Source: an optimization exercise on an open RTL-to-GDS flow (aim: small area). Production flows keep margins and buffers that such runs may drop. The RTL was checked by simulation tests, not by an equivalence proof against the original design. Power is estimated from default activity; no workload was simulated.

`flow/run.sh`:
```
#!/bin/bash
# synth_recipe.tcl (not shown) runs the flow's synth.tcl, then flattens the netlist and writes it again
# the make line also repeats each setting of config.mk as NAME=value (left out here)
make -C /OpenROAD-flow-scripts/flow DESIGN_CONFIG=/design/flow/config.mk WORK_HOME=/design/flow/orfs CLKGATE_MAP_FILE= SYNTH_SCRIPT=/design/flow/synth_recipe.tcl finish
```
`flow/config.mk`:
```
export PLATFORM = sky130hd
export DESIGN_NAME = dataPath
export DESIGN_NICKNAME = dataPath
export VERILOG_FILES = /design/flow/design.v
export SDC_FILE = /design/flow/constraint.sdc
export NUM_CORES = 4
export LEC_CHECK = 0
export CAP_MARGIN = 20
export CORE_MARGIN = 2
export CORE_UTILIZATION = 40
export PLACE_DENSITY = 0.6
export SETUP_SLACK_MARGIN = 0.3
export SLEW_MARGIN = 20
```
`flow/constraint.sdc`:
```
create_clock -name core_clock -period 8.0 [get_ports {clk}]
set_input_delay 1.6000 -clock core_clock [delete_from_list [all_inputs] [get_ports {clk}]]
set_output_delay 1.6000 -clock core_clock [all_outputs]
set_load 0.01 [all_outputs]
```
`flow/design.v`:
```
module alu_ctrl_ckt(input [1:0] aluOp, input ff, output reg [1:0] finalaluOp);
	always@(aluOp, ff)  
		if(aluOp == 2'b11)
			if(ff == 1'b0) finalaluOp = 2'b10;
			else finalaluOp = 2'b11;
		else
			finalaluOp = aluOp;
endmodule
module alu(input [1:0] aluOp, input[31:0] in1, input[31:0] in2, output reg [31:0] res, output reg n_flag, z_flag, c_flag, o_flag);
	always@(aluOp, in1, in2)
	begin
		n_flag = 1'b0;
		z_flag = 1'b0;
		o_flag = 1'b0;
		c_flag = 1'b0;
		case(aluOp)
			2'b00:
			begin
				res = 32'd0;
			end
			2'b01:
			begin
				{c_flag, res} = in1+in2;
				n_flag = res[31];
				if(res == 32'd0) z_flag = 1'b1;
				if(in1[31] == in2[31] && in1[31] != res[31]) o_flag = 1'b1;
			end
			2'b10:
			begin
				{c_flag, res} = in1-in2;
				n_flag = res[31];
				if(res == 32'd0) z_flag = 1'b1;
				if((in1[31] != in2[31]) && (in1[31] != res[31])) o_flag = 1'b1;
			end
			2'b11:
			begin
				{c_flag, res} = in1 << in2;
				n_flag = res[31];
				if(res == 32'd0) z_flag = 1'b1;
			end
		endcase
	end
endmodule
module CtrlCkt(input [6:0] opcode1, input [4:0] opcode2, output reg regWrite1, output reg regWrite2,
               output reg g1DstReg, output reg [1:0] aluSrc1, output reg [1:0] aluSrc2, output reg [1:0] aluOp, 
               output reg memRd, output reg memWr, output reg branch, output reg jump, output reg flagWrite1, output reg flagWrite2,  
               output reg invalid, output reg cause);
	reg invalid1, invalid2;
	always @ (*)
	begin
		invalid = invalid1 | invalid2;
		cause = ~(invalid1 | invalid2);
	end
	always @ (opcode1)
	begin
		invalid1 = 1'b0;
		regWrite1 = 1'b0;
		flagWrite1 = 1'b0;
		g1DstReg = 1'b0;
		aluSrc1 = 2'b00;
		aluSrc2 = 2'b00;
		aluOp = 2'b00;
		case(opcode1[6:2])
			5'b00100:  
			begin
				regWrite1 = 1'b1;
				flagWrite1 = 1'b1;
				g1DstReg = 1'b0;
				aluSrc1 = 2'b00;  
				aluSrc2 = 2'b10;  
				aluOp = 2'b01;
			end
			5'b00011:  
			begin
				regWrite1 = 1'b1;
				flagWrite1 = 1'b1;
				g1DstReg = 1'b1;
				aluSrc1 = 2'b01;  
				aluSrc2 = 2'b00;  
				aluOp = 2'b10;
			end
			5'b01000:  
			begin
				regWrite1 = 1'b0;  
				if(opcode1[1:0]==2'b01)  
				begin
					regWrite1 = 1'b1;
				end
				flagWrite1 = 1'b1;
				g1DstReg = 1'b1;
				aluSrc1 = 2'b10;  
				aluSrc2 = 2'b01;  
				aluOp = 2'b11;
			end
			5'b00000:
			begin
				regWrite1 = 1'b0;
				flagWrite1 = 1'b0;
				aluSrc1 = 2'b00;
				aluSrc2 = 2'b00;
				aluOp = 2'b00;
			end
			default:
			begin
				regWrite1 = 1'b0;
				flagWrite1 = 1'b0;
				invalid1 = 1'b1;
			end
		endcase
	end
	always @ (opcode2)
	begin
		invalid2 = 1'b0;
		regWrite2 = 1'b0;
		flagWrite2 = 1'b0;
		memRd = 1'b0;
		memWr = 1'b0;
		branch = 1'b0;
		jump = 1'b0;
		case(opcode2)
			5'b10001:
			begin
				regWrite2 = 1'b1;
				flagWrite2 = 1'b1;
				memRd = 1'b1;
				memWr = 1'b0;
				branch = 1'b0;
				jump = 1'b0;		
			end
			5'b10000:
			begin
				regWrite2 = 1'b0;
				flagWrite2 = 1'b0;
				memRd = 1'b0;
				memWr = 1'b1;
				branch = 1'b0;
				jump = 1'b0;
			end
			5'b11100:
			begin
				regWrite2 = 1'b0;
				flagWrite2 = 1'b0;
				memRd = 1'b0;
				memWr = 1'b0;
				branch = 1'b0;
				jump = 1'b1;
			end
			5'b11010:
			begin
				regWrite2 = 1'b0;
				flagWrite2 = 1'b0;
				memRd = 1'b0;
				memWr = 1'b0;
				branch = 1'b1;
				jump = 1'b0;
			end
			5'b00000:
			begin
				regWrite2 = 1'b0;
				flagWrite2 = 1'b0;
				memWr = 1'b0;
				memRd = 1'b0;
				branch = 1'b0;
				jump = 1'b0;
			end
			default:
			begin
				regWrite2 = 1'b0;
				flagWrite2 = 1'b0;
				memWr = 1'b0;
				memRd = 1'b0;
				invalid2 = 1'b1;
			end
		endcase
	end
endmodule
module forwarding(input [2:0] rd_sw, input [2:0] lw_sw_sel, input [2:0] add_sel, input [2:0] sub_rm_sel,
	input [2:0] sub_rn_sel, input [2:0] cmp_shft_rd, input [2:0] EXMEM_rd1, input [2:0] MEMWB_rd1, input [2:0] MEMWB_rd2, 
	input EXMEM_regWrite1, input MEMWB_regWrite1, input MEMWB_regWrite2, input [1:0] ALUsrc1, input [1:0] ALUsrc2,
	input EXMEM_flagWrite1, input EXMEM_flagWrite2, input EXMEM_n_flag, output reg sel_n_flag, 
	output reg [1:0] sel_ALUsrc1, output reg [1:0] sel_ALUsrc2, output reg [1:0] sel_StoreData, output reg [1:0] sel_lw_sw_sel);
	always @(*)
	begin
		sel_ALUsrc1 = 2'b00;
		sel_ALUsrc2 = 2'b00;
		sel_lw_sw_sel = 2'b00;
		sel_n_flag = 1'b0;
		sel_StoreData = 2'b00;
		if((EXMEM_regWrite1==1'b1) && (EXMEM_rd1==rd_sw)) sel_StoreData = 2'b01;
		else
		begin
			if((MEMWB_regWrite1==1'b1) && (MEMWB_rd1==rd_sw)) sel_StoreData = 2'b10;			
			if((MEMWB_regWrite2==1'b1) && (MEMWB_rd2==rd_sw)) sel_StoreData = 2'b11;
		end
		if((EXMEM_regWrite1==1'b1) && (EXMEM_rd1==lw_sw_sel)) sel_lw_sw_sel = 2'b01;
		else
		begin
			if((MEMWB_regWrite1==1'b1) && (MEMWB_rd1==lw_sw_sel)) sel_lw_sw_sel = 2'b10;			
			if((MEMWB_regWrite2==1'b1) && (MEMWB_rd2==lw_sw_sel)) sel_lw_sw_sel = 2'b11;
		end
		if((EXMEM_regWrite1==1'b1) && ((ALUsrc1==2'b00 && EXMEM_rd1==add_sel) || 
		   (ALUsrc1==2'b01 && EXMEM_rd1==sub_rn_sel) || 
		   (ALUsrc1==2'b10 && EXMEM_rd1==cmp_shft_rd))) sel_ALUsrc1 = 2'b01; 
		else
		begin
			if((MEMWB_regWrite1==1'b1) && ((ALUsrc1==2'b00 && MEMWB_rd1==add_sel) || 
			   (ALUsrc1==2'b01 && MEMWB_rd1==sub_rn_sel) || 
			   (ALUsrc1==2'b10 && MEMWB_rd1==cmp_shft_rd))) sel_ALUsrc1 = 2'b10; 
			if((MEMWB_regWrite2==1'b1) && ((ALUsrc1==2'b00 && MEMWB_rd2==add_sel) || 
			   (ALUsrc1==2'b01 && MEMWB_rd2==sub_rn_sel) || 
			   (ALUsrc1==2'b10 && MEMWB_rd2==cmp_shft_rd))) sel_ALUsrc1 = 2'b11; 
		end
		if((EXMEM_regWrite1==1'b1) && ((ALUsrc2==2'b00 && EXMEM_rd1==sub_rm_sel) ||
		   (ALUsrc2==2'b01 && EXMEM_rd1==sub_rn_sel))) sel_ALUsrc2 = 2'b01; 
		else
		begin
			if((MEMWB_regWrite1==1'b1) && ((ALUsrc2==2'b00 && MEMWB_rd1==sub_rm_sel) || 
			  (ALUsrc2==2'b01 && MEMWB_rd1==sub_rn_sel))) sel_ALUsrc2 = 2'b10; 
			if((MEMWB_regWrite2==1'b1) && ((ALUsrc2==2'b00 && MEMWB_rd2==sub_rm_sel) || 
			  (ALUsrc2==2'b01 && MEMWB_rd2==sub_rn_sel))) sel_ALUsrc2 = 2'b11; 
		end
		if((EXMEM_flagWrite1==1'b1) && ((EXMEM_n_flag==1'b1) || (EXMEM_flagWrite2==1'b0))) sel_n_flag = 1'b1;  
	end
endmodule
module hazard_detection_ckt (input [15:0] opcodeg2, input[15:0] opcodeg1, input IDEX_MemRead,
	input EXMEM_MemRead, input IDEX_flagWrite1, input [2:0] IDEX_rd, input EXMEM_n_flag,
	output reg PCWrite, output reg IFWrite, output reg IDEX_ctrl_flush);
	always@(opcodeg1, opcodeg2, IDEX_MemRead, EXMEM_MemRead, IDEX_flagWrite1, IDEX_rd, EXMEM_n_flag)
	begin
		PCWrite = 1'b1;
		IFWrite = 1'b1;
		IDEX_ctrl_flush = 1'b0;
		if(IDEX_MemRead == 1'b1)
		begin
			if( (opcodeg1[15:11] == 5'b00100 && IDEX_rd == opcodeg1[10:8]) ||  
				(opcodeg1[15:11] == 5'b00011 && (IDEX_rd == opcodeg1[8:6] || IDEX_rd == opcodeg1[5:3])) ||  
				(opcodeg1[15:11] == 5'b01000 && (IDEX_rd == opcodeg1[5:3] || IDEX_rd == opcodeg1[2:0])) ||  
				(opcodeg2[15:11] == 5'b10001 && IDEX_rd == opcodeg2[5:3]) ||  
				(opcodeg2[15:11] == 5'b10000 && (IDEX_rd == opcodeg2[5:3] || IDEX_rd == opcodeg2[2:0])) ||  
				(opcodeg2[15:11] == 5'b11010)  
				)	
			begin
				PCWrite = 1'b0;
				IFWrite = 1'b0;
				IDEX_ctrl_flush = 1'b1;
			end
		end
		else if(opcodeg2[15:11] == 5'b11010)
		begin
			if( (EXMEM_MemRead == 1'b1 && EXMEM_n_flag == 1'b0) ||  
				(IDEX_flagWrite1 == 1'b1)  
				)
			begin
				PCWrite = 1'b0;
				IFWrite = 1'b0;
				IDEX_ctrl_flush = 1'b1;
			end
		end
	end
endmodule
module mux_4_1_32_bit(input [31:0] in1, in2, in3, in4, input [1:0] sel, output reg [31:0] muxout);
  always @ (in1 or in2 or in3 or in4 or sel)
  begin
    case(sel)
      2'b00: muxout = in1;
      2'b01: muxout = in2;
      2'b10: muxout = in3;
      2'b11: muxout = in4;
    endcase
  end
endmodule
module prio_Enc(input invalid_overflow,input branch,input jump,output reg [1:0] to_pc_sel);
  always @(invalid_overflow, branch, jump)
  begin
			if(invalid_overflow==1'b1)	
				to_pc_sel=2'b11;
			else if(branch==1'b1)
					to_pc_sel=2'b10;
			else if(jump==1'b1)
					to_pc_sel=2'b01;	
			else
				to_pc_sel=2'b00;	
    end  
  endmodule
module setflag(input [31:0] loadData, input memRd, output reg z_flag2, output reg n_flag2);
  always @(loadData, memRd)
  begin
    if(memRd==0)
    begin
        n_flag2 = 1'b0;
        z_flag2 = 1'b0;
    end
    else
    begin
        n_flag2 = loadData[31];
        z_flag2 = (loadData == 32'd0);
    end 
  end
endmodule
module mux_2_1_1_bit(input in1, input in2, input sel, output reg muxout);
  always @(in1 or in2 or sel)
  begin
    case(sel)
      1'b0: muxout = in1;
      1'b1: muxout = in2;
    endcase
  end
endmodule
module mux_2_1_3_bit(input [2:0] in1, input [2:0] in2, input sel, output reg [2:0] muxout);
  always @(in1 or in2 or sel)
  begin
    case(sel)
      1'b0: muxout = in1;
      1'b1: muxout = in2;
    endcase
  end
endmodule
module signExt_lw_sw(input [4:0] in, output reg [31:0] out);
  always @ (in)
    out = {{27{in[4]}}, in};
endmodule
module signExt_add_branch(input [7:0] in, output reg [31:0] out);
  always @ (in)
    out = {{24{in[7]}}, in};
endmodule
module signExt_jump(input [10:0] in, output reg [31:0] out);
  always @ (in)
    out = {{21{in[10]}}, in};
endmodule
module left_shift_2bit(input [31:0] in, output reg [31:0] out);
  always @(in)
    out = in << 2;
endmodule
module left_shift_1bit_branch(input [31:0] in, output reg [31:0] out);
  always @(in)
    out = in << 1;
endmodule
module left_shift_1bit_jump(input [10:0] in, output reg [11:0] out);
  always @ (in)
    out = {in[10:0], 1'b0};
endmodule
module concat(input [11:0] in1, input [19:0] in2, output reg [31:0] out);
  always @ (in1 or in2)
    out = {in2, in1};
endmodule
module D_ff_registers( input clk, input reset, input regWrite1, input regWrite2, input decOut1b1, input decOut1b2, input d1, input d2, output reg q);
		always @ (posedge clk)
			begin						  
				if(reset==1)
					q<=0;
				else
				   if(regWrite1 == 1 && decOut1b1==1)
									q<=d1;
					if(regWrite2 == 1 && decOut1b2==1)
									q<=d2;
			 end
endmodule
module register32bit_registerfile( input clk, input reset, input regWrite1, input regWrite2,
 input decOut1b1, input decOut1b2, input [31:0] writeData1, input [31:0] writeData2,
 output [31:0] outR );
  D_ff_registers d[31:0](clk, reset, regWrite1,regWrite2, decOut1b1, decOut1b2, writeData1, writeData2, outR);
endmodule
module registerSet( input clk, input reset, input regWrite1, input regWrite2, input [7:0] decOut1,
  input [7:0] decOut2, input [31:0] writeData1, input [31:0] writeData2,
  output [31:0] outR0, output [31:0] outR1, output [31:0] outR2, output [31:0] outR3,
  output [31:0] outR4, output [31:0] outR5, output [31:0] outR6, output [31:0] outR7);
		register32bit_registerfile r0 (clk, reset, regWrite1, regWrite2, decOut1[0], decOut2[0], writeData1, writeData2 , outR0 );
		register32bit_registerfile r1 (clk, reset, regWrite1, regWrite2, decOut1[1], decOut2[1], writeData1, writeData2 , outR1 );
		register32bit_registerfile r2 (clk, reset, regWrite1, regWrite2, decOut1[2], decOut2[2], writeData1, writeData2 , outR2 );
		register32bit_registerfile r3 (clk, reset, regWrite1, regWrite2, decOut1[3], decOut2[3], writeData1, writeData2 , outR3 );
		register32bit_registerfile r4 (clk, reset, regWrite1, regWrite2, decOut1[4], decOut2[4], writeData1, writeData2 , outR4 );
		register32bit_registerfile r5 (clk, reset, regWrite1, regWrite2, decOut1[5], decOut2[5], writeData1, writeData2 , outR5 );
		register32bit_registerfile r6 (clk, reset, regWrite1, regWrite2, decOut1[6], decOut2[6], writeData1, writeData2 , outR6 );
		register32bit_registerfile r7 (clk, reset, regWrite1, regWrite2, decOut1[7], decOut2[7], writeData1, writeData2 , outR7 );
endmodule
module decoder3to8( input [2:0] destReg, output reg [7:0] decOut);
	always@(destReg)
	case(destReg)
				3'b000: decOut=8'b00000001;
				3'b001: decOut=8'b00000010;
				3'b010: decOut=8'b00000100;
				3'b011: decOut=8'b00001000;
				3'b100: decOut=8'b00010000;
				3'b101: decOut=8'b00100000;
				3'b110: decOut=8'b01000000;
				3'b111: decOut=8'b10000000;
			endcase
endmodule
module mux2to1_3bits(input [2:0] in1, input [2:0] in2, input sel, output reg [2:0] muxout);
	always @(in1 or in2 or sel)
		case(sel)				
				1'b0: muxout=in1;
				1'b1: muxout=in2;	
		endcase	
endmodule
module mux8to1( input [31:0] outR0,outR1,outR2,outR3,outR4,outR5,outR6,outR7, input [2:0] Sel, output reg [31:0] outBus );
	always@(outR0 or outR1 or outR2 or outR3 or outR4 or outR5 or outR6 or outR7 or Sel)
	case (Sel)
				3'b000 : outBus=outR0;
				3'b001 : outBus=outR1;
				3'b010 : outBus=outR2;
				3'b011 : outBus=outR3;
				3'b100 : outBus=outR4;
				3'b101 : outBus=outR5;
				3'b110 : outBus=outR6;
				3'b111 : outBus=outR7;
	endcase
endmodule
module D_ff_flag (input clk, input reset, input regWrite, input d, output reg q);
	always @ (posedge clk)
	begin
	if(reset==1'b1)
		q<=0;
	else
		if(regWrite == 1'b1)
		 begin
		  q<=d;
		 end
	end
endmodule
module flagRegisterSet(input clk, input reset, input p3_n_flag, input p3_z_flag, input p3_c_flag, input p3_o_flag, input flagWrite1, input flagWrite2, output n, output z, output c, output o);
	D_ff_flag n_flag(clk, reset, flagWrite1 | flagWrite2, p3_n_flag, n);
	D_ff_flag z_flag(clk, reset, flagWrite1 | flagWrite2, p3_z_flag, z);
	D_ff_flag c_flag(clk, reset, flagWrite1, p3_c_flag, c);
	D_ff_flag o_flag(clk, reset, flagWrite1, p3_o_flag, o);
endmodule
module registerFile(input clk, input reset, input regWrite1, input regWrite2,
  input [2:0] storeDataSel, input [2:0] loadStoreAdd,input [2:0] cmpShift,input [2:0] cmpShiftSub, input [2:0] subSrc ,input [2:0] addSrc, 
  input [2:0] destReg1,input [2:0] destReg2,  input [31:0] writeData1, input [31:0] writeData2,
  output [31:0] outBus1,output [31:0] outBus2,output [31:0] outBus3,
  output [31:0] outBus4,output [31:0] outBus5,output [31:0] outBus6);
	  wire [7:0] decOut1;
	  wire [7:0] decOut2;
	  wire [31:0] outR0, outR1, outR2, outR3, outR4, outR5, outR6, outR7;
		decoder3to8 dec1(destReg1, decOut1);
		decoder3to8 dec2(destReg2, decOut2);
		registerSet regSet( clk, reset, regWrite1, regWrite2, decOut1, decOut2, writeData1, writeData2, outR0, outR1, outR2, outR3, outR4, outR5, outR6, outR7);
		mux8to1 muxStoreData( outR0,outR1,outR2,outR3,outR4,outR5,outR6,outR7, storeDataSel, outBus1 );
		mux8to1 muxLoadStoreAdd( outR0,outR1,outR2,outR3,outR4,outR5,outR6,outR7, loadStoreAdd, outBus2 );
		mux8to1 muxcmpShift( outR0,outR1,outR2,outR3,outR4,outR5,outR6,outR7, cmpShift, outBus3 );
		mux8to1 muxcmpShiftSub( outR0,outR1,outR2,outR3,outR4,outR5,outR6,outR7, cmpShiftSub, outBus4 );
		mux8to1 muxSubSrc( outR0,outR1,outR2,outR3,outR4,outR5,outR6,outR7, subSrc, outBus5 );
		mux8to1 muxAddSrc(outR0,outR1,outR2,outR3,outR4,outR5,outR6,outR7, addSrc, outBus6 );
endmodule
module D_ff_Mem (input clk, input reset, input regWrite, input decOut1b,input init, input d, output reg q);
	always @ (negedge clk)
	if(reset==1)
		q<=init;
	else
		if(regWrite == 1 && decOut1b==1) q<=d;
endmodule
module register_Mem(input clk,input reset,input regWrite,input decOut1b,input [31:0]init, input [31:0] d_in, output [31:0] q_out);
	D_ff_Mem dMem[31:0] (clk,reset,regWrite,decOut1b,init,d_in,q_out);
endmodule
module Mem(input clk, input reset,input memWrite,input memRead, input [31:0] pc, input [31:0] dataIn,
	output [31:0] IR );
	wire [31:0] Qout0, Qout1, Qout2, Qout3, Qout4, Qout5, Qout6, Qout7,
	Qout8, Qout9, Qout10, Qout11, Qout12, Qout13, Qout14, Qout15;
	wire [15:0] decOut;
	decoder4to16 dec0( pc[5:2], decOut);
	register_Mem r0(clk,reset,memWrite,decOut[0],	32'b 00100_000_00001010__10001_00011_001_001,	dataIn,Qout0);
	register_Mem r1(clk,reset,memWrite,decOut[1],	32'b 00011_01_010_000_000__11010_000_00010000,	dataIn,Qout1);
	register_Mem r2(clk,reset,memWrite,decOut[2],	32'b 0000000000000000__0000000000000000,		dataIn,Qout2);
	register_Mem r3(clk,reset,memWrite,decOut[3],	32'b 00100_001_00000010__11100_00000001100,		dataIn,Qout3);
	register_Mem r4(clk,reset,memWrite,decOut[4],	32'b 0000000000000000__0000000000000000,		dataIn,Qout4);
	register_Mem r5(clk,reset,memWrite,decOut[5],	32'b 0000000000000000__0000000000000000,		dataIn,Qout5);
	register_Mem r6(clk,reset,memWrite,decOut[6],	32'b 01000_01000_001_001__10001_00000_011_100,	dataIn,Qout6);
	register_Mem r7(clk,reset,memWrite,decOut[7],	32'b 01000_00001_000_001__10000_00000_000_001,	dataIn,Qout7);
	register_Mem r8(clk,reset,memWrite,decOut[8],	32'b 00011_01_000_001_000__11010_000_00000100,	dataIn,Qout8);	
	register_Mem r9(clk,reset,memWrite,decOut[9],	32'b 0000000000000000__0000000000000000,		dataIn,Qout9);
	register_Mem r10(clk,reset,memWrite,decOut[10],	32'b 0000000000000000__0000000000000000,		dataIn,Qout10);
	register_Mem r11(clk,reset,memWrite,decOut[11],	32'b 00100_000_00000110__0000000000000000,		dataIn,Qout11);
	register_Mem r12(clk,reset,memWrite,decOut[12],	32'b 00100_001_00000010__100000000000001,		dataIn,Qout12);
	register_Mem r13(clk,reset,memWrite,decOut[13],	32'b 00100_000_11111111__0000000000000000,		dataIn,Qout13);
	register_Mem r14(clk,reset,memWrite,decOut[14],	32'b 0000000000000000__0000000000000000,		dataIn,Qout14);
	register_Mem r15(clk,reset,memWrite,decOut[15],	32'b 0000000000000000__0000000000000000,		dataIn,Qout15);
	mux16to1 mMem (Qout0,Qout1,Qout2,Qout3,Qout4,Qout5,Qout6,Qout7,Qout8,Qout9,Qout10,Qout11,Qout12,Qout13,Qout14,Qout15,pc[5:2],IR);
endmodule
module mux16to1( input [31:0] outR0,outR1,outR2,outR3,outR4,outR5,outR6,outR7,outR8,outR9,outR10,outR11,outR12,outR13,outR14,outR15, input [3:0] Sel, output reg [31:0] outBus );
	always@(outR0 or outR1 or outR2 or outR3 or outR4 or outR5 or outR6 or outR7 or outR8 or outR9 or outR10 or outR11 or outR12 or outR13 or outR14 or outR15 or Sel)
		case (Sel)
			4'b0000: outBus=outR0;
			4'b0001: outBus=outR1;
			4'b0010: outBus=outR2;
			4'b0011: outBus=outR3;
			4'b0100: outBus=outR4;
			4'b0101: outBus=outR5;
			4'b0110: outBus=outR6;
			4'b0111: outBus=outR7;
			4'b1000: outBus=outR8;
			4'b1001: outBus=outR9;
			4'b1010: outBus=outR10;
			4'b1011: outBus=outR11;
			4'b1100: outBus=outR12;
			4'b1101: outBus=outR13;
			4'b1110: outBus=outR14;
			4'b1111: outBus=outR15;
		endcase
endmodule
module decoder4to16( input [3:0] destReg, output reg [15:0] decOut);
	always@(destReg)
		case(destReg)
			4'b0000: decOut=16'b0000000000000001; 
			4'b0001: decOut=16'b0000000000000010;
			4'b0010: decOut=16'b0000000000000100;
			4'b0011: decOut=16'b0000000000001000;
			4'b0100: decOut=16'b0000000000010000;
			4'b0101: decOut=16'b0000000000100000;
			4'b0110: decOut=16'b0000000001000000;
			4'b0111: decOut=16'b0000000010000000;
			4'b1000: decOut=16'b0000000100000000; 
			4'b1001: decOut=16'b0000001000000000;
			4'b1010: decOut=16'b0000010000000000;
			4'b1011: decOut=16'b0000100000000000;
			4'b1100: decOut=16'b0001000000000000;
			4'b1101: decOut=16'b0010000000000000;
			4'b1110: decOut=16'b0100000000000000;
			4'b1111: decOut=16'b1000000000000000;
		endcase
endmodule
module D_ff_pipeline (input clk, input reset, input regWrite, input d, output reg q);
	always @ (negedge clk)
	begin
	if(reset==1'b1)
		q<=0;
	else
		if(regWrite == 1'b1) begin q<=d; end
	end
endmodule
module register16bit( input clk, input reset, input regWrite, input [15:0] writeData, output  [15:0] outR );
	D_ff_pipeline d[15:0] (clk, reset, regWrite, writeData, outR);
endmodule
module register32bit( input clk, input reset, input regWrite, input [31:0] writeData, output  [31:0] outR );
	D_ff_pipeline d[31:0] (clk, reset, regWrite, writeData, outR);
endmodule
module register4bit( input clk, input reset, input regWrite, input [3:0] writeData, output  [3:0] outR );
	D_ff_pipeline d[3:0](clk, reset, regWrite, writeData, outR);
endmodule
module register1bit( input clk, input reset, input regWrite, input writeData, output outR );
	D_ff_pipeline d0(clk, reset, regWrite, writeData, outR);
endmodule
module register2bit( input clk, input reset, input regWrite, input [1:0]writeData, output [1:0] outR );
	D_ff_pipeline d[1:0](clk, reset, regWrite, writeData, outR);	
endmodule
module register3bit( input clk, input reset, input regWrite, input [2:0]writeData, output [2:0] outR );
	D_ff_pipeline d[2:0](clk, reset, regWrite, writeData, outR);
endmodule
module IF_ID(input clk, input reset, input flush,input IF_Write,
  input [15:0] instr_set1,input [15:0] instr_set2,input [31:0] pc, 
  output [15:0] p0_intr1,output [15:0] p0_intr2,output [31:0] p0_pc);
	register16bit set1( clk, reset|flush, IF_Write,  instr_set1, p0_intr1 );  
	register16bit set2( clk, reset|flush, IF_Write,  instr_set2, p0_intr2 );  
	register32bit pc_pipe( clk, reset|flush, IF_Write,  pc, p0_pc );  
endmodule
module ID_EX(input clk, input reset, input flush, input ID_Write, input [2:0] loadStoreAddSel, input [2:0] cmpShiftSubSel, input [2:0] subSrcSel,
  input [31:0] storeData, input [31:0] loadStoreAdd,input [31:0] cmpShift, input [31:0] cmpShiftSub, input [31:0] subSrc ,input [31:0] addSrc,
  input [31:0] sExtOut_loadstore,input [31:0] sExtOut_add, input [31:0] p0_pc, input [2:0] rd_add,input [2:0] rd_load,input [2:0] rd_remain, 
  input [1:0]ctr_aluSrcA,input [1:0]ctr_aluSrcB,input [1:0] ctr_aluOp, input ctr_g1regDst, input ctr_memRead,
  input ctr_memWrite,input ctr_regWrite1,input ctr_regWrite2,input cause, input invalid, input ctr_flagWrite1, input ctr_flagWrite2,
  output [2:0] p1_loadStoreAddSel, output [2:0] p1_cmpShiftSubSel, output [2:0] p1_subSrcSel,output [31:0] p1_storeData,
  output [31:0] p1_loadStoreAdd, output [31:0] p1_cmpShift, output [31:0] p1_cmpShiftSub, output [31:0] p1_subSrc ,
  output [31:0] p1_addSrc, output [31:0] p1_sExtOut_loadstore, output [31:0] p1_sExtOut_add, output [2:0] p1_rd_add, output [2:0] p1_rd_load, 
  output [2:0] p1_rd_remain, output [1:0] p1_aluSrcA, output [1:0] p1_aluSrcB, output [1:0] p1_aluOp, output p1_g1regDst, output p1_memRead, 
  output p1_memWrite, output p1_regWrite1, output p1_regWrite2, output p1_cause, output p1_invalid, output [31:0] p1_pc,
  output p1_flagWrite1, output p1_flagWrite2);
	register32bit r1(  clk,  reset|flush,  ID_Write, storeData, p1_storeData );
	register32bit r2(  clk,  reset|flush,  ID_Write, loadStoreAdd, p1_loadStoreAdd);
	register32bit r3(  clk,  reset|flush,  ID_Write, cmpShift,  p1_cmpShift );
	register32bit r4(  clk,  reset|flush,  ID_Write, cmpShiftSub, p1_cmpShiftSub);
	register32bit r5(  clk,  reset|flush,  ID_Write, subSrc ,  p1_subSrc );
	register32bit r6(  clk,  reset|flush,  ID_Write, addSrc, p1_addSrc );
	register32bit r7(  clk,  reset|flush,  ID_Write, sExtOut_loadstore, p1_sExtOut_loadstore );
	register32bit r8(  clk,  reset|flush,  ID_Write, sExtOut_add, p1_sExtOut_add);
	register3bit r9( clk, reset|flush,  ID_Write, rd_add,  p1_rd_add );
	register3bit r10(  clk,  reset|flush,  ID_Write, rd_load,  p1_rd_load );
	register3bit r11(  clk,  reset|flush,  ID_Write, rd_remain,  p1_rd_remain );
	register3bit r12(  clk,  reset|flush,  ID_Write, loadStoreAddSel,  p1_loadStoreAddSel );
	register3bit r13(  clk,  reset|flush,  ID_Write, cmpShiftSubSel,  p1_cmpShiftSubSel );
	register3bit r14(  clk,  reset|flush,  ID_Write, subSrcSel,  p1_subSrcSel );		
	register2bit r15(  clk,  reset|flush,  ID_Write, ctr_aluSrcA,  p1_aluSrcA );
	register2bit r16(  clk,  reset|flush,  ID_Write, ctr_aluSrcB,  p1_aluSrcB );
	register2bit r17(  clk,  reset|flush,  ID_Write, ctr_aluOp,  p1_aluOp );		
	register1bit r18(  clk,  reset|flush, ID_Write, ctr_g1regDst, p1_g1regDst );
	register1bit r19(  clk,  reset|flush, ID_Write,  ctr_memRead,p1_memRead);
	register1bit r20(  clk,  reset|flush, ID_Write,  ctr_memWrite, p1_memWrite);
	register1bit r21(  clk,  reset|flush, ID_Write,  ctr_regWrite1, p1_regWrite1);
	register1bit r22(  clk,  reset|flush, ID_Write,  ctr_regWrite2, p1_regWrite2);
	register1bit r23(  clk,  reset|flush, ID_Write,  ctr_flagWrite1, p1_flagWrite1);
	register1bit r24(  clk,  reset|flush, ID_Write,  ctr_flagWrite2, p1_flagWrite2);
	register1bit r25(  clk,  reset|flush, ID_Write,  cause, p1_cause);
	register1bit r26(  clk,  reset|flush, ID_Write,  invalid, p1_invalid);
	register32bit r27( clk,  reset|flush,  ID_Write, p0_pc, p1_pc );
endmodule	
module EX_MEM( input clk, input reset, input flush, input EX_MEMregWrite, input [31:0] aluOut,input [31:0] address_lw_sw,input [31:0] p1_storeData,
   input [2:0] g1destreg, input [2:0] p1_rd_load, input p1_memRead, input p1_memWrite, input p1_regWrite1, input p1_regWrite2,
   input g1z_flag,input g1c_flag,input g1n_flag,input g1o_flag, input p1_flagWrite1, input p1_flagWrite2, 
   output [31:0] p2_aluOut,output [31:0] p2_address_lw_sw, output [31:0] p2_storeData, output[2:0] p2_g1destreg,output[2:0] p2_rd_load,
   output p2_memRead, output p2_memWrite, output p2_regWrite1, output p2_regWrite2, output p2_g1z_flag, output p2_g1c_flag, 
   output p2_g1n_flag,output p2_g1o_flag, output p2_flagWrite1, output p2_flagWrite2);
	register32bit r1(clk, reset|flush, EX_MEMregWrite, aluOut, p2_aluOut);
	register32bit r2(clk, reset|flush, EX_MEMregWrite, address_lw_sw, p2_address_lw_sw);  
	register32bit r3(clk, reset|flush, EX_MEMregWrite, p1_storeData, p2_storeData);
	register3bit  r4(clk, reset|flush, EX_MEMregWrite, g1destreg, p2_g1destreg);
	register3bit  r5(clk, reset|flush, EX_MEMregWrite, p1_rd_load, p2_rd_load);
	register1bit r6(clk, reset|flush, EX_MEMregWrite, p1_memRead, p2_memRead);
	register1bit r7(clk, reset|flush, EX_MEMregWrite, p1_memWrite, p2_memWrite);
	register1bit r8(clk, reset|flush, EX_MEMregWrite, g1z_flag, p2_g1z_flag);
	register1bit r9(clk, reset|flush, EX_MEMregWrite, g1c_flag, p2_g1c_flag);
	register1bit r10(clk, reset|flush, EX_MEMregWrite, g1n_flag, p2_g1n_flag);
	register1bit r11(clk, reset|flush, EX_MEMregWrite, g1o_flag, p2_g1o_flag);
	register1bit r12(clk, reset|flush, EX_MEMregWrite, p1_regWrite1, p2_regWrite1);
	register1bit r13(clk, reset|flush, EX_MEMregWrite, p1_regWrite2, p2_regWrite2);
	register1bit r14(clk, reset|flush, EX_MEMregWrite, p1_flagWrite1, p2_flagWrite1);
	register1bit r15(clk, reset|flush, EX_MEMregWrite, p1_flagWrite2, p2_flagWrite2);
endmodule
module MEM_WB(input clk, input reset, input flush, input MEM_WBregWrite, input [31:0] p2_aluOut, input [31:0] loadData,
   input [2:0] p2_g1destreg, input [2:0] p2_rd_load, input p2_regWrite1, input p2_regWrite2, input p2_g1z_flag, input p2_g1c_flag,
   input p2_g1n_flag, input p2_g1o_flag, input p2_flagWrite1, input p2_flagWrite2,  
   output [31:0] p3_aluOut, output [31:0] p3_loadData, output [2:0] p3_g1destreg, output[2:0] p3_rd_load,
   output p3_regWrite1, output p3_regWrite2, output p3_g1z_flag, output p3_g1c_flag, output p3_g1n_flag, output p3_g1o_flag,
   output p3_flagWrite1, output p3_flagWrite2);
	register32bit r1(clk, reset|flush, MEM_WBregWrite, p2_aluOut, p3_aluOut);
	register32bit r2(clk, reset|flush, MEM_WBregWrite, loadData, p3_loadData);
	register1bit r3(clk, reset|flush, MEM_WBregWrite, p2_g1z_flag, p3_g1z_flag);
	register1bit r4(clk, reset|flush, MEM_WBregWrite, p2_g1c_flag, p3_g1c_flag);
	register1bit r5(clk, reset|flush, MEM_WBregWrite, p2_g1n_flag, p3_g1n_flag);
	register1bit r6(clk, reset|flush, MEM_WBregWrite, p2_g1o_flag, p3_g1o_flag);
	register1bit r7(clk, reset|flush, MEM_WBregWrite, p2_regWrite1, p3_regWrite1);
	register1bit r8(clk, reset|flush, MEM_WBregWrite, p2_regWrite2, p3_regWrite2);
	register1bit r9(clk, reset|flush, MEM_WBregWrite, p2_flagWrite1, p3_flagWrite1);
	register1bit r10(clk, reset|flush, MEM_WBregWrite, p2_flagWrite2, p3_flagWrite2);
	register3bit r11(clk, reset|flush, MEM_WBregWrite, p2_g1destreg, p3_g1destreg);
	register3bit r12(clk, reset|flush, MEM_WBregWrite, p2_rd_load, p3_rd_load);
endmodule
module adder(input [31:0] in1, input [31:0] in2, output reg [31:0] adder_out);
	always@(in1 or in2)
		adder_out = in1 +in2;
endmodule
module dataPath(input clk, input reset,
  output [31:0] imem_addr, input [31:0] imem_data,
  output wb1_en, output [2:0] wb1_rd, output [31:0] wb1_data,
  output wb2_en, output [2:0] wb2_rd, output [31:0] wb2_data,
  output dm_we, output [31:0] dm_addr, output [31:0] dm_wdata,
  output [3:0] flags);
  wire [31:0] pc_in, pc_out, p0_pc, p1_pc;
  wire [31:0] new_pc_value, jumpAddress, branchAddress, osAddress;
  wire [31:0] instr32;
  wire [15:0] p0_intr1, p0_intr2;
  wire PCWrite, IF_Write, IF_flush, id_ex_flush;
  wire [31:0] store_data, loadStore_address, add_value, sub_rm_value, subCmpShift_value, cmpShift_value;
  wire [31:0] aluSrc1_out, aluSrc2_out, aluSrc1_out_new, aluSrc2_out_new, loadStore_address_new, store_data_new;
  wire regWrite1, regWrite2, regWrite1_out, regWrite2_out, p1_regWrite1, p1_regWrite2, p2_regWrite1,
		p2_regWrite2, p3_regWrite1, p3_regWrite2, flagWrite1, flagWrite2,
       flagWrite1_out, flagWrite2_out, p1_flagWrite1, p1_flagWrite2, p2_flagWrite1, p2_flagWrite2,
	   p3_flagWrite1, p3_flagWrite2,
       memRd, memWr, memRd_out, memWr_out, p1_memRd, p1_memWr, p2_memRd, p2_memWr;
  wire [1:0] frwrd_aluSrc1_sel, frwrd_aluSrc2_sel, frwrd_lw_sw_address_sel, frwrd_store_data_sel;
  wire sel_n_flag;
  wire [31:0] load_data;
  wire n, z, c, o ;
  wire g1DstReg,  p1_g1DstReg;
  wire [1:0] aluSrc1, aluSrc2, aluOp, p1_aluSrc1, p1_aluSrc2, p1_aluOp, finalaluOp;
  wire n_flag, z_flag, c_flag, o_flag, n_flag_out, p2_n_flag, p2_z_flag, p2_c_flag, p2_o_flag, n_flag2,
	z_flag2, p3_n_flag, p3_z_flag, p3_c_flag, p3_o_flag;
  wire branch, jump;
  wire cause, invalid, p1_cause, p1_invalid;
  wire [31:0] signExtforlw_sw, signExtforadd, signExtforbranch;
  wire [31:0] leftShiftforlw_sw, leftShiftforbranch;
  wire [11:0] leftShiftforjump;
  wire [2:0] p1_loadStoreAddSel, p1_cmpShiftSubSel, p1_subSrcSel, p1_rd_add, p1_rd_load, p1_rd_remain;
  wire [31:0] p1_store_data, p1_loadStore_address, p1_cmpShift_value, p1_subCmpShift_value, p1_sub_rm_value,
	p1_add_value, p1_signExtforlw_sw, p1_signExtforadd;
  wire [1:0] to_pc_sel;
  wire [2:0] g1destreg, p2_g1destreg, p2_rd_load, p3_g1destreg, p3_rd_load;
  wire real_cause, cause_out;
  wire[31:0] aluOut, p2_aluOut, p2_address_lw_sw, p2_storeData, p3_aluOut, p3_load_data, epc_out, address_lw_sw;
  prio_Enc p_enc(invalid|o_flag, branch&n_flag_out  , jump, to_pc_sel);
  mux_4_1_32_bit mux_pc(new_pc_value, jumpAddress, branchAddress, 32'd1603, to_pc_sel, pc_in);
  register32bit pc(clk, reset, PCWrite, pc_in, pc_out);
  assign imem_addr = pc_out;
  assign instr32 = imem_data;
  adder increment_pc(pc_out, 32'd4, new_pc_value);
  IF_ID if_id(clk, reset, invalid | o_flag, IF_Write, instr32[31:16], instr32[15:0], new_pc_value, p0_intr1,
	p0_intr2, p0_pc);
  registerFile regF(clk, reset, p3_regWrite1, p3_regWrite2, p0_intr2[2:0], p0_intr2[5:3], p0_intr1[10:8],
	p0_intr1[8:6], 
  p0_intr1[5:3], p0_intr1[2:0], p3_g1destreg, p3_rd_load, p3_aluOut, p3_load_data,
  store_data, loadStore_address, add_value, sub_rm_value, subCmpShift_value, cmpShift_value);
  flagRegisterSet frs(clk, reset, p3_n_flag, p3_z_flag, p3_c_flag, p3_o_flag, p3_flagWrite1, p3_flagWrite2, n,
	z, c, o);
  mux_2_1_1_bit mux_n_flag(n, p2_n_flag, sel_n_flag, n_flag_out);
  hazard_detection_ckt hdc(p0_intr2, p0_intr1, p1_memRd, p2_memRd, p1_flagWrite1, p1_rd_load, p2_n_flag,
	                         PCWrite, IF_Write, id_ex_flush);
  CtrlCkt ckt(p0_intr1[15:9], p0_intr2[15:11], regWrite1, regWrite2, g1DstReg, aluSrc1, aluSrc2, aluOp, memRd,
	memWr, branch, jump,
          flagWrite1, flagWrite2, invalid, cause);
  signExt_lw_sw s_lw_sw(p0_intr2[10:6], signExtforlw_sw);
  signExt_add_branch s_add(p0_intr1[7:0], signExtforadd);
  signExt_add_branch s_branch(p0_intr2[7:0], signExtforbranch);
  left_shift_2bit ls21(signExtforlw_sw, leftShiftforlw_sw);
  left_shift_1bit_branch ls12(signExtforbranch, leftShiftforbranch);
  adder adderforbranch(p0_pc, leftShiftforbranch, branchAddress);
  left_shift_1bit_jump ls11(p0_intr2[10:0], leftShiftforjump); 
  concat con_jump(leftShiftforjump, p0_pc[31:12], jumpAddress);
  mux_2_1_1_bit mux1(regWrite1, 1'b0, id_ex_flush | invalid, regWrite1_out);
  mux_2_1_1_bit mux2(regWrite2, 1'b0, id_ex_flush | invalid, regWrite2_out);
  mux_2_1_1_bit mux3(flagWrite1, 1'b0, id_ex_flush | invalid, flagWrite1_out);
  mux_2_1_1_bit mux4(flagWrite2, 1'b0, id_ex_flush | invalid, flagWrite2_out);
  mux_2_1_1_bit mux5(memRd, 1'b0, id_ex_flush | invalid, memRd_out);
  mux_2_1_1_bit mux6(memWr, 1'b0, id_ex_flush | invalid, memWr_out);
  ID_EX id_ex(clk, reset, o_flag, 1'b1, p0_intr2[5:3], p0_intr1[5:3], p0_intr1[8:6], store_data, loadStore_address, cmpShift_value,
              subCmpShift_value, sub_rm_value, add_value, leftShiftforlw_sw, signExtforadd, p0_pc, p0_intr1[10:8],
              p0_intr2[2:0], p0_intr1[2:0], aluSrc1, aluSrc2, aluOp, g1DstReg, memRd_out, memWr_out, regWrite1_out,
              regWrite2_out, cause, invalid, flagWrite1_out, flagWrite2_out, p1_loadStoreAddSel, p1_cmpShiftSubSel, 
              p1_subSrcSel, p1_store_data, p1_loadStore_address, p1_cmpShift_value, p1_subCmpShift_value, p1_sub_rm_value,
              p1_add_value, p1_signExtforlw_sw, p1_signExtforadd, p1_rd_add, p1_rd_load, p1_rd_remain,
              p1_aluSrc1, p1_aluSrc2, p1_aluOp, p1_g1DstReg, p1_memRd, p1_memWr, p1_regWrite1, p1_regWrite2,
              p1_cause, p1_invalid, p1_pc, p1_flagWrite1, p1_flagWrite2);
  mux_4_1_32_bit mux_alusrc1(p1_add_value, p1_subCmpShift_value, p1_cmpShift_value, 32'd0, p1_aluSrc1, aluSrc1_out);
  mux_4_1_32_bit mux_alusrc2(p1_sub_rm_value, p1_subCmpShift_value, p1_signExtforadd, 32'd0, p1_aluSrc2, aluSrc2_out);
  mux_4_1_32_bit mux_alusrc1_new(aluSrc1_out, p2_aluOut, p3_aluOut, p3_load_data, frwrd_aluSrc1_sel, aluSrc1_out_new);
  mux_4_1_32_bit mux_alusrc2_new(aluSrc2_out, p2_aluOut, p3_aluOut, p3_load_data, frwrd_aluSrc2_sel, aluSrc2_out_new);
  mux_4_1_32_bit mux_lw_sw_address(p1_loadStore_address, p2_aluOut, p3_aluOut, p3_load_data, frwrd_lw_sw_address_sel, loadStore_address_new);
  mux_4_1_32_bit mux_store_data(p1_store_data, p2_aluOut, p3_aluOut, p3_load_data, frwrd_store_data_sel, store_data_new);
  mux_2_1_3_bit mux_dest_reg(p1_rd_add, p1_rd_remain, p1_g1DstReg, g1destreg);
  mux_2_1_1_bit mux_cause(1'b0, 1'b1, invalid, real_cause);
  register32bit epc(clk, reset, 1'b1, p1_pc, epc_out);
  register1bit cause_register(clk, reset, 1'b1, real_cause, cause_out);
  alu_ctrl_ckt alu_ctrl(p1_aluOp, p1_rd_add[1], finalaluOp);
  alu ALU( finalaluOp, aluSrc1_out_new, aluSrc2_out_new, aluOut, n_flag, z_flag, c_flag, o_flag);
  adder address(loadStore_address_new, p1_signExtforlw_sw, address_lw_sw);
forwarding forward( p1_rd_load, p1_loadStoreAddSel, p1_rd_add, p1_subSrcSel, p1_cmpShiftSubSel, p1_rd_remain, p2_g1destreg, p3_g1destreg, p3_rd_load, 
					p2_regWrite1, p3_regWrite1, p3_regWrite2, p1_aluSrc1, p1_aluSrc2, p2_flagWrite1, p2_flagWrite2, p2_n_flag, sel_n_flag, 
					frwrd_aluSrc1_sel, frwrd_aluSrc2_sel, frwrd_store_data_sel, frwrd_lw_sw_address_sel);
  EX_MEM ex_mem(clk, reset, o_flag , 1'b1, aluOut, address_lw_sw, store_data_new, g1destreg, p1_rd_load, 
                p1_memRd, p1_memWr, p1_regWrite1, p1_regWrite2, z_flag, c_flag, n_flag, o_flag, p1_flagWrite1, 
                p1_flagWrite2, p2_aluOut, p2_address_lw_sw, p2_storeData, p2_g1destreg, p2_rd_load, p2_memRd, p2_memWr,
                p2_regWrite1,  p2_regWrite2, p2_z_flag, p2_c_flag, p2_n_flag,p2_o_flag, p2_flagWrite1, p2_flagWrite2);
  Mem DM(clk,reset,p2_memWr, p2_memRd, p2_address_lw_sw, p2_storeData, load_data);
  setflag setFlag(load_data, memRd, z_flag2, n_flag2);
  MEM_WB mem_wb(clk, reset, 1'b0 , 1'b1, p2_aluOut, load_data, p2_g1destreg, p2_rd_load, p2_regWrite1, 
                p2_regWrite2, p2_z_flag || z_flag2, p2_c_flag, p2_n_flag || n_flag2, p2_o_flag, p2_flagWrite1, p2_flagWrite2,  
                p3_aluOut, p3_load_data, p3_g1destreg, p3_rd_load, p3_regWrite1, p3_regWrite2, p3_z_flag, p3_c_flag, p3_n_flag,
                p3_o_flag, p3_flagWrite1, p3_flagWrite2);
  assign wb1_en = p3_regWrite1;
  assign wb1_rd = p3_g1destreg;
  assign wb1_data = p3_aluOut;
  assign wb2_en = p3_regWrite2;
  assign wb2_rd = p3_rd_load;
  assign wb2_data = p3_load_data;
  assign dm_we = p2_memWr;
  assign dm_addr = p2_address_lw_sw;
  assign dm_wdata = p2_storeData;
  assign flags = {n, z, c, o};
endmodule
```
==> results.txt <==
-- through the flow --
step | instance area [um2] | utilization
after floorplan | 74820 | -
after global placement | 79150 | 0.4264
after detailed placement | 79150 | 0.4264
after CTS | 88340 | 0.4759
after global routing | 88450 | 0.4765
final | 88470 | 0.4766
-- area by class of cell --
type,count,area [um2],area share
Tap cell,2480,3103,0.03507
Clock buffer,170,4039,0.04565
Antenna cell,13,32.53,0.0003677
Multi-Input combinational cell,6689,41080,0.4643
Inverter,171,646.9,0.007312
Sequential cell,1310,28890,0.3266
Timing Repair Buffer,628,5538,0.06260
Clock inverter,1163,5144,0.05814
-- Yosys cell counts (39+ instances only) --
| library cell | instances |
|---|---|
| o21ai_0 | 435 |
| a21oi_1 | 1013 |
| o22ai_1 | 205 |
| mux2i_1 | 353 |
| nand2b_1 | 42 |
| buf_4 | 180 |
| inv_1 | 159 |
| clkbuf_1 | 662 |
| a22oi_1 | 242 |
| buf_2 | 79 |
| nand2_1 | 1596 |
| xnor2_1 | 129 |
| mux4_2 | 113 |
| nor4_1 | 40 |
| nor3_1 | 200 |
| nand3_1 | 170 |
| o22a_1 | 42 |
| nand4_1 | 80 |
| xor2_1 | 70 |
| mux2_2 | 54 |
| and2_1 | 84 |
| ha_1 | 124 |
| nor2_1 | 720 |
| buf_1 | 82 |
| a221oi_1 | 138 |
| a22o_1 | 64 |
| edfxtp_1 | 256 |
| nor2b_1 | 52 |
| a31oi_1 | 42 |
| a211oi_1 | 131 |
| dfxtp_1 | 1054 |
| o21a_1 | 39 |
-- how the worst max path moves through the flow --
stage / to / slack [ns] / cells after the start
floorplan: regF.regSet.r1.d[0].q / 0.67 / 9
global placement: DM.dec0.decOut[8] / 0.59 / 7
detailed placement: DM.dec0.decOut[6] / 0.57 / 7
CTS: wb2_data[24] / 0.21 / 1
global route: wb2_rd[2] / 0.28 / 2
finish: wb2_data[5] / 0.28 / 2
-- repair_timing --
item / 4_1_cts / 5_1_grt
buffers inserted: 0 / 0
setup endpoints to repair: 38 / 13
gates resized for setup: 42 / 13
-- kinds of logic (layout without fill, tap and decap cells) --
group                      count (synthesis)  count (layout)  share of synthesized area
adders and majority gates                128             128                    0.02181
other                                      1              14                 0.00005012
buffers and inverters                   1182            2132                    0.07035
DFF                                     1310            1310                     0.3847
muxes                                    520             520                    0.08936
xor gates and xnor gates                 199             199                    0.02329
and+or+nand+nor                         3151            3151                     0.1833
AOI/OAI and AO/OA                       2690            2690                     0.2271
-- layer usage --
layer | vias to the layer above | track usage | wire length [um] | share of wire
met2 | 6336 | 0.5504 | 157600 | 0.42
met4 | 30 | 0.2948 | 33160 | 0.088
met3 | 1706 | 0.1503 | 53150 | 0.14
li1 | 34410 | - | - | -
met5 | - | 0.002520 | 239 | 0.00063
met1 | 38100 | 0.4438 | 133200 | 0.35
-- report_power, final --
group | internal [mW] | switching, mW | leakage (nW) | total (mW)
clock network | 4.86 | 4.60 | 8.21 | 9.46
logic | 6.00 | 12.0 | 17.1 | 18.0
registers | 7.63 | 1.36 | 11.2 | 8.98
total | 18.5 | 18.0 | 36.6 | 36.5
==> reports/metrics.cfg <==
[yosys]
ys.flop_type = dfxtp_1
synth.top_cells.by_area = dfxtp_1 (28%), edfxtp_1 (10%), nand2_1 (8.0%), a21oi_1 (6.8%), mux2i_1 (4.7%)
ys_warn_count = 25
synth_top_cell_by_area = dfxtp_1
ys_seq_area_frac = 0.3847
syn_area_per_cell_um2 = 8.150
synth_edf_count = 256
ys_async_sr_fraction = 0
synth_top_area_frac = 0.2820
synth_cell_types = 102
syn_inst = 9181
ys_ff_latch = 1310
synth_fp_nets = 9343
syn_area_um2 = 74820

[power_and_ir_drop]
p_per_area_nw_per_um2 = 412.1
p_total_mw = 36.45
leakage_nw = 36.57
ir_drop_v = 0.0002106

[cells_and_area]
final_common_cell = nand2_1
drive_gt1_frac = 0.1018
stdcell_count = 12620
layout.nets = 10170
n_fill_cell = 18000
synthToLayoutAreaGrowth_pct = 18.23
final_cell_mix = nand2_1 (1582), inv_1 (1230), a21oi_1 (1012)

[worst_hold_path]
hold_path_class = flip-flop to flip-flop
min_path_cells = 1
min_to = regF.dec2.decOut[1]
hp-start = ex_mem.r5.d[1].q

[worst_setup_path]
timing.critical_path.arrival_ns = 6.12
critPathKind = flip-flop to output port
path_cells = buf_4 > clkdlybuf4s50_1
cp.required_ns = 6.40
path_buf_inv = 2
endpoint_kind = output port
r2r_cells = 25
crit_path_top_delay_cell = clkdlybuf4s50_1
rr_endpoint = DM.dec0.decOut[6]
rrSetupSlack_ns = 0.75
path_max_fanout = 13
critical-path-max-stage-delay_ns = 0.69
start_kind = flip-flop
cp-startpoint = mem_wb.r2.d[5].q
worstReg2RegStart = ex_mem.r4.d[0].q
path_delay_family = buffers and inverters

[floorplan]
die_h_um = 436.5
core_area_um2 = 185600
die_w_um = 436.5
io_pins = 207
rows = 158
start_util = 0.4031
die-area_um2 = 190500

[cts]
cts_buffer_depth = 3
holdBufCountCts = 0
clk_latency_ns = 0.88
tritoncts = done
htree_num_levels = 4
clkTransAtPathRegs_ns = 0.04
cts_buffers = 155
clkSinkCount = 1310
clockRootBuffer = clkbuf_16

[place]
port_buffers = 206
dp.cells = 11280
gp_congestion = 1.098
place_ws_ns = 0.5706
hpwl_mm = 243.3

[sta]
worst_pin_slew_ns = 1.274
fin_tns_setup_ns = 0
fin_ws_ns = 0.2795
fin_skew_ns = 0.1250
setup-violations-final = 0
whs_ns = 0.4057
slew_viol_final = 0
slew_headroom = 0.1510
rsz0062_at_grt = no
hold_viol_final = 0

[route]
drc_errors = 0
vias_per_cell = 6.383
wire_per_inst_um = 29.89
routed_wl_mm = 377.3
via_count = 80580
drt_iter0_markers = 13300
ant_nets = 0
drtPass1Iterations = 8

[global_route]
grt-ovfl-total = 0
grt_antenna_before_repair = 28
grt_pass1_wl_mm = 531.5
grt_max_degree = 184
track_usage = 0.3788
grt_pass1_vias = 76520

[flow_run]
maxCapViolations = 0

[outcome]
outcome = complete, no violations

